This is an optimization exercise on Yosys and OpenROAD, whose aim is small area, a short achievable clock period and few clock cycles per item, not a production implementation.
RTL that was checked went through simulation tests only; none was proved equivalent to the original.

// ysyx_23060136_EXU_DIV
module ysyx_23060136_EXU_DIV(
        input                 clk           ,
        input                 rst           ,
        input         [63:0]  dividend      ,
        input         [63:0]  divisor       ,
        input                 div_valid     ,
        input                 divw          ,
        input                 div_signed    ,
        output                div_ready     ,
        output                div_out_valid ,
        output        [63:0]  quotient      ,
        output        [63:0]  remainder
 );
Settings: LEC_CHECK=0, CAP_MARGIN=20, CORE_MARGIN=2, CORE_UTILIZATION=40, SETUP_SLACK_MARGIN=2.0, SLEW_MARGIN=20, TNS_END_PERCENT=5; clock period 6.5 ns.
standard.sh (not shown) runs the stock make flow with config.mk's settings and CLKGATE_MAP_FILE= SYNTH_SCRIPT=/design/flow/synth_recipe.tcl, a recipe that flattens the netlist after the stock synthesis.
==> flow/flow/run.sh <==
#!/bin/bash
# Standard layout, with plain buffers (sky130_fd_sc_hd__buf_1) on the ports
# instead of the delay buffers buffer_ports picks by default.
set -euo pipefail
export BUFFER_PORTS_ARGS="-buffer_cell sky130_fd_sc_hd__buf_1"
bash standard.sh > standard_flow.log 2>&1
Testbench counts at the start, summed over its fixed seeds: cycles 10,303, items 960.
Edit:
Settings changed: CORE_UTILIZATION 40 to 48, CTS_BUF_LIST from default to sky130_fd_sc_hd__clkbuf_4 sky130_fd_sc_hd__clkbuf_8, GPL_ROUTABILITY_DRIVEN from default to 0, TNS_END_PERCENT 5 to default.
After rerunning:
- area after synthesis stays the same
- count of clock-buffer cells in the layout rises by 27
- utilization increases by 9.1 points
- wire length came out lower by about 4.5%
- worst setup slack improved by 130 ps


before:
ysyx_23060136_EXU_DIV, a different RTL version from the one above (not shown whole).
Size: ~3,400 cells after synthesis, about 220 flip-flops, about 260 I/O pins.
make LEC_CHECK=0 ABC_AREA=1 CAP_MARGIN=20 CORE_MARGIN=2 CORE_UTILIZATION=40 SETUP_SLACK_MARGIN=2.0 SLEW_MARGIN=20 finish   # period 6.5 ns
run.sh (not shown) runs the stock make flow with config.mk's settings and CLKGATE_MAP_FILE= SYNTH_SCRIPT=/design/flow/synth_recipe.tcl, a recipe that flattens the netlist after the stock synthesis.
Stock flow here: none of the scripts above is used.
Input changes introduced in after (baseline for comparison: before):
diff --git a/flow/config.mk b/flow/config.mk
--- a/flow/config.mk
+++ b/flow/config.mk
@@ -7,3 +7,2 @@
 export LEC_CHECK = 0
-export ABC_AREA = 1
 export CAP_MARGIN = 20
==> comparison <==
after finished every stage and its layout cleared the timing, DRC and antenna checks. Sequential share of layout area in after is 0.50 points above before.
No functional check of the RTL was part of any run of this note.


Setup of north:
ysyx_23060136_EXU_DIV, a different RTL version from the one above (not shown whole).
For scale: about 200 flip-flops, about 260 I/O pins, roughly 0.024 mm2 of cells after synthesis.
export LEC_CHECK = 0
export CAP_MARGIN = 20
export CORE_MARGIN = 2
export CORE_UTILIZATION = 40
export SLEW_MARGIN = 20
create_clock -name core_clock -period 6.5 [get_ports {clk}]
Modified inputs, south compared to north
- an added SETUP_SLACK_MARGIN of 4.0
- an added ABC_CLOCK_PERIOD_IN_PS of 2000
==> run notes <==
Compared to north, south has worst endpoint required time 0.02 ns lower. In the metrics for north and south, the one carrying the lower number of buffers added for setup after CTS is north. north → south: count of antenna diodes in the layout moved up, first-pass GRT wire length moved up.
No functional check of the RTL was part of any run of this note.


Setup of job 1468:
The RTL this note starts from:
==> flow/design.v <==
module ysyx_23060136_EXU_DIV(
        input                 clk           ,
        input                 rst           ,
        input         [63:0]  dividend      ,
        input         [63:0]  divisor       ,
        input                 div_valid     ,
        input                 divw          ,
        input                 div_signed    ,
        output                div_ready     ,
        output                div_out_valid ,
        output        [63:0]  quotient      ,
        output        [63:0]  remainder
 );
    localparam [2:0] S_IDLE  = 3'd0,
                     S_PREP  = 3'd1,
                     S_ITER  = 3'd2,
                     S_CORR  = 3'd3,
                     S_REST  = 3'd4,
                     S_DONE  = 3'd5;
    wire        sa_in = div_signed & (divw ? dividend[31] : dividend[63]);
    wire        sb_in = div_signed & (divw ? divisor[31]  : divisor[63]);
    wire        qn_in = sa_in ^ sb_in;
    wire [64:0] a_ext = divw ? {{33{sa_in}}, dividend[31:0]} : {sa_in, dividend};
    wire [65:0] b_ext = divw ? {{34{sb_in}}, divisor[31:0]}  : {{2{sb_in}}, divisor};
    wire [6:0]  lza, lzb;
    ysyx_23060136_EXU_DIV_lzc u_lza (.x(a_ext[63:0] ^ {64{sa_in}}), .z(lza));
    ysyx_23060136_EXU_DIV_lzc u_lzb (.x(b_ext[63:0] ^ {64{sb_in}}), .z(lzb));
    wire [5:0]  lzbc  = lzb[5:0] | {6{lzb[6]}};
    wire        dz_in = lzb[6] & ~sb_in;                     
    wire [63:0] q_ones = divw ? (qn_in ? 64'hffffffff00000001 : 64'h00000000ffffffff)
                              : (qn_in ? 64'h0000000000000001 : 64'hffffffffffffffff);
    logic [2:0]  state;
    logic [65:0] R;          
    logic [65:0] D;          
    logic [63:0] Q;
    logic [6:0]  lza_r;
    logic [6:0]  lzb_r;      
    logic        dz;         
    logic        sa, qneg;
    logic        sub;        
    logic        kx;         
    wire [65:0] y    = D ^ {66{sub}};
    wire        cin  = sub;
    wire [65:0] sum;
    ysyx_23060136_EXU_DIV_add u_add (.a(R), .b(y), .cin(cin), .s(sum));
    wire [65:0] cpre = {R[64:0] | y[64:0], cin};
    wire        zero = &(~(R ^ y ^ cpre));
    wire        sub_n = (sum[65] | (zero & sa)) ^ kx;
    wire        acc   = sub_n ^ qneg;
    wire        fin   = sub ^ qneg;
    wire [5:0]  dd   = lzb_r[5:0] - lza_r[5:0];
    wire        early = dz | (lzb_r < lza_r);
    wire [65:0] d_sh = D << dd;
    wire        last = (lzb_r[5:0] == 6'd0);
    always_ff @(posedge clk) begin
        if (rst) begin
            state <= S_IDLE;
        end
        else begin
            case (state)
            S_IDLE:  if (div_valid) state <= S_PREP;
            S_PREP:  state <= early ? S_IDLE : (acc ? S_ITER : (qneg ? S_REST : S_DONE));
            S_ITER:  if (last) state <= S_CORR;
            S_CORR:  state <= fin ? S_IDLE : S_DONE;
            S_REST:  state <= S_DONE;
            default: state <= S_IDLE;
            endcase
        end
    end
    wire [65:0] a_ld = {a_ext[64], a_ext};
    always_ff @(posedge clk) begin
        case (state)
        S_PREP:         R <= qneg ? sum : a_ld;
        S_ITER, S_CORR: R <= sum;
        default:        R <= a_ld;
        endcase
    end
    always_ff @(posedge clk) begin
        case (state)
        S_PREP:  D <= d_sh;
        S_ITER:  D <= last ? b_ext : {D[65], D[65:1]};
        default: D <= b_ext;
        endcase
    end
    always_ff @(posedge clk) begin
        case (state)
        S_IDLE: begin
            Q     <= dz_in ? q_ones : 64'b0;
            lza_r <= lza;
            dz    <= dz_in;
            lzb_r <= {1'b0, lzbc} + {6'b0, sa_in};
            sa    <= sa_in;
            qneg  <= qn_in;
            sub   <= ~qn_in;
            kx    <= ~sa_in ^ qn_in;
        end
        S_PREP: begin
            lzb_r <= {1'b0, dd};
            Q   <= {64{qneg}};
        end
        S_ITER: begin
            sub <= sub_n;
            Q   <= {Q[62:0], sub_n};
            lzb_r <= lzb_r - 7'd1;
        end
        S_REST: begin
            Q <= 64'b0;
        end
        default: ;
        endcase
    end
    assign div_ready     = (state == S_IDLE);
    assign div_out_valid = (state == S_DONE) | ((state == S_PREP) & early) |
                           ((state == S_CORR) & fin);
    assign quotient      = Q;
    assign remainder     = R[63:0];
endmodule
module ysyx_23060136_EXU_DIV_add(
        input         [65:0]  a,
        input         [65:0]  b,
        input                 cin,
        output        [65:0]  s
 );
    localparam N = 67;
    wire [N-1:0] g [0:7];
    wire [N-1:0] p [0:7];
    assign g[0] = {a & b, cin};
    assign p[0] = {a ^ b, 1'b0};
    genvar l, i;
    generate
        for (l = 0; l < 7; l = l + 1) begin : lv
            for (i = 0; i < N; i = i + 1) begin : bt
                if ((i >> l) & 1) begin : m
                    localparam integer J = ((i >> l) << l) - 1;
                    assign g[l+1][i] = g[l][i] | (p[l][i] & g[l][J]);
                    assign p[l+1][i] = p[l][i] & p[l][J];
                end
                else begin : t
                    assign g[l+1][i] = g[l][i];
                    assign p[l+1][i] = p[l][i];
                end
            end
        end
    endgenerate
    assign s = p[0][66:1] ^ g[7][65:0];
endmodule
module ysyx_23060136_EXU_DIV_lzc(
        input         [63:0]  x,
        output        [6:0]   z
 );
    wire [31:0]     v1;
    wire [31:0]     c1;
    wire [15:0]     v2;
    wire [15:0][1:0] c2;
    wire [7:0]      v3;
    wire [7:0][2:0] c3;
    wire [3:0]      v4;
    wire [3:0][3:0] c4;
    wire [1:0]      v5;
    wire [1:0][4:0] c5;
    genvar i;
    generate
        for (i = 0; i < 32; i = i + 1) begin : g1
            assign v1[i] = x[2*i+1] | x[2*i];
            assign c1[i] = ~x[2*i+1];
        end
        for (i = 0; i < 16; i = i + 1) begin : g2
            assign v2[i] = v1[2*i+1] | v1[2*i];
            assign c2[i] = v1[2*i+1] ? {1'b0, c1[2*i+1]} : {1'b1, c1[2*i]};
        end
        for (i = 0; i < 8; i = i + 1) begin : g3
            assign v3[i] = v2[2*i+1] | v2[2*i];
            assign c3[i] = v2[2*i+1] ? {1'b0, c2[2*i+1]} : {1'b1, c2[2*i]};
        end
        for (i = 0; i < 4; i = i + 1) begin : g4
            assign v4[i] = v3[2*i+1] | v3[2*i];
            assign c4[i] = v3[2*i+1] ? {1'b0, c3[2*i+1]} : {1'b1, c3[2*i]};
        end
        for (i = 0; i < 2; i = i + 1) begin : g5
            assign v5[i] = v4[2*i+1] | v4[2*i];
            assign c5[i] = v4[2*i+1] ? {1'b0, c4[2*i+1]} : {1'b1, c4[2*i]};
        end
    endgenerate
    assign z = (v5[1] | v5[0]) ? (v5[1] ? {2'b00, c5[1]} : {2'b01, c5[0]}) : 7'd64;
endmodule
Settings: LEC_CHECK=0, CAP_MARGIN=20, CORE_MARGIN=2, CORE_UTILIZATION=40, GPL_ROUTABILITY_DRIVEN=0, SETUP_SLACK_MARGIN=2.4, SLEW_MARGIN=20; clock period 6.5 ns.
standard.sh (not shown) runs the stock make flow with config.mk's settings and CLKGATE_MAP_FILE= SYNTH_SCRIPT=/design/flow/synth_recipe.tcl, a recipe that flattens the netlist after the stock synthesis.
Scripts as last shown in full above: flow/flow/run.sh
Job 1468 finished end to end and its layout was clean on timing, DRC and antenna.
#### Input delta (job 277 over job 1468)
Settings: SETUP_SLACK_MARGIN now 2.6, was 2.4.
[summary]
As of job 277, non-filler instance count after layout had risen slightly compared to job 1468. In the flow results for job 277 and job 1468, the initial antenna violation count is smaller on job 1468. Job 277 went all the way through the flow, and no timing, DRC or antenna check failed. Going from job 1468 to job 277, worst hold slack roughly the same; transition at the pin with the smallest max-transition slack higher; wire length higher; cell count along the critical path higher.
Inputs modified between job 277 and job 9762:
Settings: GPL_ROUTABILITY_DRIVEN removed (was 0); SETUP_SLACK_MARGIN changed from 2.6 to 2.0.
==> run notes <==
- On required time of the critical path, job 277 and job 9762 are basically level.
- Job 9762 vs. job 277: time the final worst path needs with I/O delays and setup went up by 0.33 ns, part of the cycle the worst path needs went up by 5.1 points.
## Diff of input files: job 9486 against job 9762
Settings: GPL_ROUTABILITY_DRIVEN: unset -> 0.
Results
Higher total wire length after detailed routing was reported by job 9762, not job 9486. Diff job 9762 -> job 9486: worst setup slack before clock tree synthesis fell 0.23 ns; area share of xor/xnor cells in the synthesized design about even. Area: job 9486 vs job 9762 -> job 9486 smaller. When job 9486 is set beside job 9762, its number of buffers and inverters on the critical path turns out to be 1 smaller. Summary: with job 9762 as the reference, clock buffer count in the final layout in job 9486 moved down by a little under 10%. Job 9486 against job 9762: synthesized area saw little to no change, setup slack decreased 0.050 ns, shortest period the worst path allows increased by 0.050 ns relative to the old numbers.
Input changes introduced in job 2318 (baseline for comparison: job 9486):
Settings: SETUP_SLACK_MARGIN now 2.2, was 2.0.
Results
- Diff job 9486 -> job 2318 | first-iteration DRC count | up by a little under 10%
- Clock skew delta (job 2318 -> job 9486): insignificant
- Job 2318 went all the way through synthesis, placement and routing and the layout is clean on timing, DRC and antenna.
- Compared with job 9486, in job 2318 utilization rose by 1.0 points; met1 demand-to-capacity share in global routing rose by 1.3 points; area added between synthesis and finish rose by 2.6 points; insertion delay of the later-clocked pin in the worst-skew pair stayed essentially flat.
- Job 2318 ends up with a post-CTS setup buffer count that is 7 higher than in job 9486.
No functional check of the RTL was part of any run of this note.


## run 1
ysyx_23060136_EXU_DIV with an RTL version that a note above also has.
Size: roughly 2,600 cells after synthesis, about 220 flip-flops, about 260 I/O pins, about 21,000 sq um of cells after synthesis.
Design ysyx_23060136_EXU_DIV, start of the top module:
module ysyx_23060136_EXU_DIV(
        input                 clk           ,
        input                 rst           ,
        input         [63:0]  dividend      ,
        input         [63:0]  divisor       ,
        input                 div_valid     ,
        input                 divw          ,
        input                 div_signed    ,
        output                div_ready     ,
        output                div_out_valid ,
        output        [63:0]  quotient      ,
        output        [63:0]  remainder
 );
    localparam [2:0] S_IDLE  = 3'd0,
                     S_PREP  = 3'd1,
                     S_ITER  = 3'd2,
                     S_CORR  = 3'd3,
                     S_REST  = 3'd4,
                     S_DONE  = 3'd5;
    wire        sa_in = div_signed & (divw ? dividend[31] : dividend[63]);
    wire        sb_in = div_signed & (divw ? divisor[31]  : divisor[63]);
    wire        qn_in = sa_in ^ sb_in;
    wire [64:0] a_ext = divw ? {{33{sa_in}}, dividend[31:0]} : {sa_in, dividend};
    wire [65:0] b_ext = divw ? {{34{sb_in}}, divisor[31:0]}  : {{2{sb_in}}, divisor};
    wire [6:0]  lza, lzb;
    ysyx_23060136_EXU_DIV_lzc u_lza (.x(a_ext[63:0] ^ {64{sa_in}}), .z(lza));
    ysyx_23060136_EXU_DIV_lzc u_lzb (.x(b_ext[63:0] ^ {64{sb_in}}), .z(lzb));
    wire [5:0]  lzbc  = lzb[5:0] | {6{lzb[6]}};
    wire        dz_in = lzb[6] & ~sb_in;                     
    wire [63:0] q_ones = divw ? (qn_in ? 64'hffffffff00000001 : 64'h00000000ffffffff)
                              : (qn_in ? 64'h0000000000000001 : 64'hffffffffffffffff);
    logic [2:0]  state;
    logic [65:0] R;          
    logic [65:0] D;          
    logic [63:0] Q;
    logic [6:0]  lza_r;
    logic [6:0]  lzb_r;      
    logic        dz;         
    logic        sa, qneg;
    logic        sub;        
  ...
Settings: LEC_CHECK=0, CAP_MARGIN=20, CORE_MARGIN=2, CORE_UTILIZATION=40, CTS_BUF_LIST=sky130_fd_sc_hd__clkbuf_4 sky130_fd_sc_hd__clkbuf_8, GPL_ROUTABILITY_DRIVEN=0, SETUP_SLACK_MARGIN=2.0, SLEW_MARGIN=20; clock period 6.5 ns.
Scripts as last shown in full above: flow/flow/run.sh
Testbench counts of run 1, summed over its fixed seeds: cycles 10,303, items 960.
For run 2, these inputs were changed with respect to run 1:
# run 1
export LEC_CHECK = 0
export CAP_MARGIN = 20
export CORE_MARGIN = 2
export CORE_UTILIZATION = 40
export CTS_BUF_LIST = sky130_fd_sc_hd__clkbuf_4 sky130_fd_sc_hd__clkbuf_8
export GPL_ROUTABILITY_DRIVEN = 0
export SETUP_SLACK_MARGIN = 2.0
export SLEW_MARGIN = 20
create_clock -name core_clock -period 6.5 [get_ports {clk}]
# run 2
export LEC_CHECK = 0
export CAP_MARGIN = 20
export CORE_MARGIN = 2
export CORE_UTILIZATION = 40
export CTS_BUF_LIST = sky130_fd_sc_hd__clkbuf_4 sky130_fd_sc_hd__clkbuf_8
export SETUP_SLACK_MARGIN = 2.0
export SLEW_MARGIN = 20
create_clock -name core_clock -period 6.5 [get_ports {clk}]
==> comparison <==
Run 2 finished every stage and its layout cleared the timing, DRC and antenna checks.
Run 2 vs. run 1: count of non-CTS buffers in the layout saw an increase, sequential fraction of total cell area saw a decrease, total number of multi-input combinational cells saw little to no change.
Run 1 has a lower half-perimeter wire length of the detailed placement result than run 2.
Run comparison: run 1 capturing instance or port of the critical path Q[40]$_DFFE_PP_; run 2 capturing instance or port of the critical path sub$_DFFE_PP_
Number of gates on the worst path with buffers counted: lower on run 1
Per the comparison of run 2 with run 1, pre-CTS setup slack lost 220 ps, overall fraction of global-route tracks in use went up 0.69 points, area used by multi-input combinational logic saw an increase.
The inputs of run 3 differ from those of run 2 as listed below.
# run 2
export LEC_CHECK = 0
export CAP_MARGIN = 20
export CORE_MARGIN = 2
export CORE_UTILIZATION = 40
export CTS_BUF_LIST = sky130_fd_sc_hd__clkbuf_4 sky130_fd_sc_hd__clkbuf_8
export SETUP_SLACK_MARGIN = 2.0
export SLEW_MARGIN = 20
create_clock -name core_clock -period 6.5 [get_ports {clk}]
# run 3
export LEC_CHECK = 0
export CAP_MARGIN = 20
export CORE_MARGIN = 2
export CORE_UTILIZATION = 40
export SETUP_SLACK_MARGIN = 2.0
export SLEW_MARGIN = 20
create_clock -name core_clock -period 6.5 [get_ports {clk}]
==> run notes <==
Run 3 was carried through to the last stage, and its layout satisfied the timing, DRC and antenna checks.
Across both runs, number of resized instances in the post-cts repair step was higher for run 3 than for run 2.
Run 3 vs run 2: via count of the first global-routing pass down in run 3
Run 3 vs run 2: global routing usage on met2 up
Worst setup margin sits higher in run 3 than in run 2.
When run 3 is set beside run 2, its core utilization of the finished layout turns out to be 0.45 points larger.
Edits applied to the flow inputs when going from run 3 to run 4:
# run 3
export LEC_CHECK = 0
export CAP_MARGIN = 20
export CORE_MARGIN = 2
export CORE_UTILIZATION = 40
export SETUP_SLACK_MARGIN = 2.0
export SLEW_MARGIN = 20
create_clock -name core_clock -period 6.5 [get_ports {clk}]
# run 4
export LEC_CHECK = 0
export CAP_MARGIN = 20
export CORE_MARGIN = 2
export CORE_UTILIZATION = 40
export GPL_ROUTABILITY_DRIVEN = 0
export SETUP_SLACK_MARGIN = 1.9
export SLEW_MARGIN = 20
create_clock -name core_clock -period 6.5 [get_ports {clk}]
## What came out
Run 4 completed every stage of the flow, and the final layout passed the timing, DRC and antenna checks. Delta (run 4 minus run 3): clock latency on the worst-skew pair did not really move; share of post-route cells with drive strength above 1 went down; cell count did not really move. On placed instance count, run 3 and run 4 are basically level.

-- what the ideal ports hide --
How much do the figures lean on ideal ports? The routed layouts below were timed once more, with nothing changed but the port constraints.
Step 1 assumes that a clkbuf_16 drives the clock port and a buf_2 every other input.
Step 2 adds t to the input delays and takes it off the output delays; t is the mean of the earliest and latest rising clock arrival at the registers after step 1. Input paths then give back, and output paths get back, about the clock's delay inside the block.
Slacks: no drivers / after step 1 / after step 2; pairs: no drivers / after step 1.
run | t, ns | setup WS [ns] | worst data-port slew with drivers (ns)
the first run of note 1 | 0.641 | 1.963 / 1.963 / 1.523 | 0.06
the second run of note 1 | 0.654 | 2.093 / 2.110 / 1.456 | 0.06
before | 0.667 | 1.946 / 1.867 / 1.200 | 0.23
after | 0.665 | 1.529 / 1.428 / 0.763 | 0.19
north | 0.648 | 0.770 / 0.770 / 0.294 | 0.13
south | 0.643 | 1.871 / 1.871 / 1.497 | 0.17
job 1468 | 0.634 | 2.350 / 2.350 / 1.844 | 0.07
job 277 | 0.629 | 2.438 / 2.438 / 2.052 | 0.08
job 9762 | 0.637 | 2.108 / 2.108 / 1.602 | 0.06
job 9486 | 0.619 | 2.058 / 2.082 / 1.463 | 0.07
job 2318 | 0.613 | 2.104 / 2.104 / 1.799 | 0.07
run 1 | 0.667 | 2.037 / 1.979 / 1.312 | 0.11
run 2 | 0.693 | 2.069 / 2.069 / 1.530 | 0.06
run 3 | 0.641 | 2.076 / 2.076 / 1.522 | 0.06
run 4 | 0.625 | 1.980 / 1.930 / 1.305 | 0.10
After both steps setup and hold are still met in every run listed. For after, which loses most, drivers alone change the setup slack by -0.101 ns; drivers and shift together by -0.766 ns.
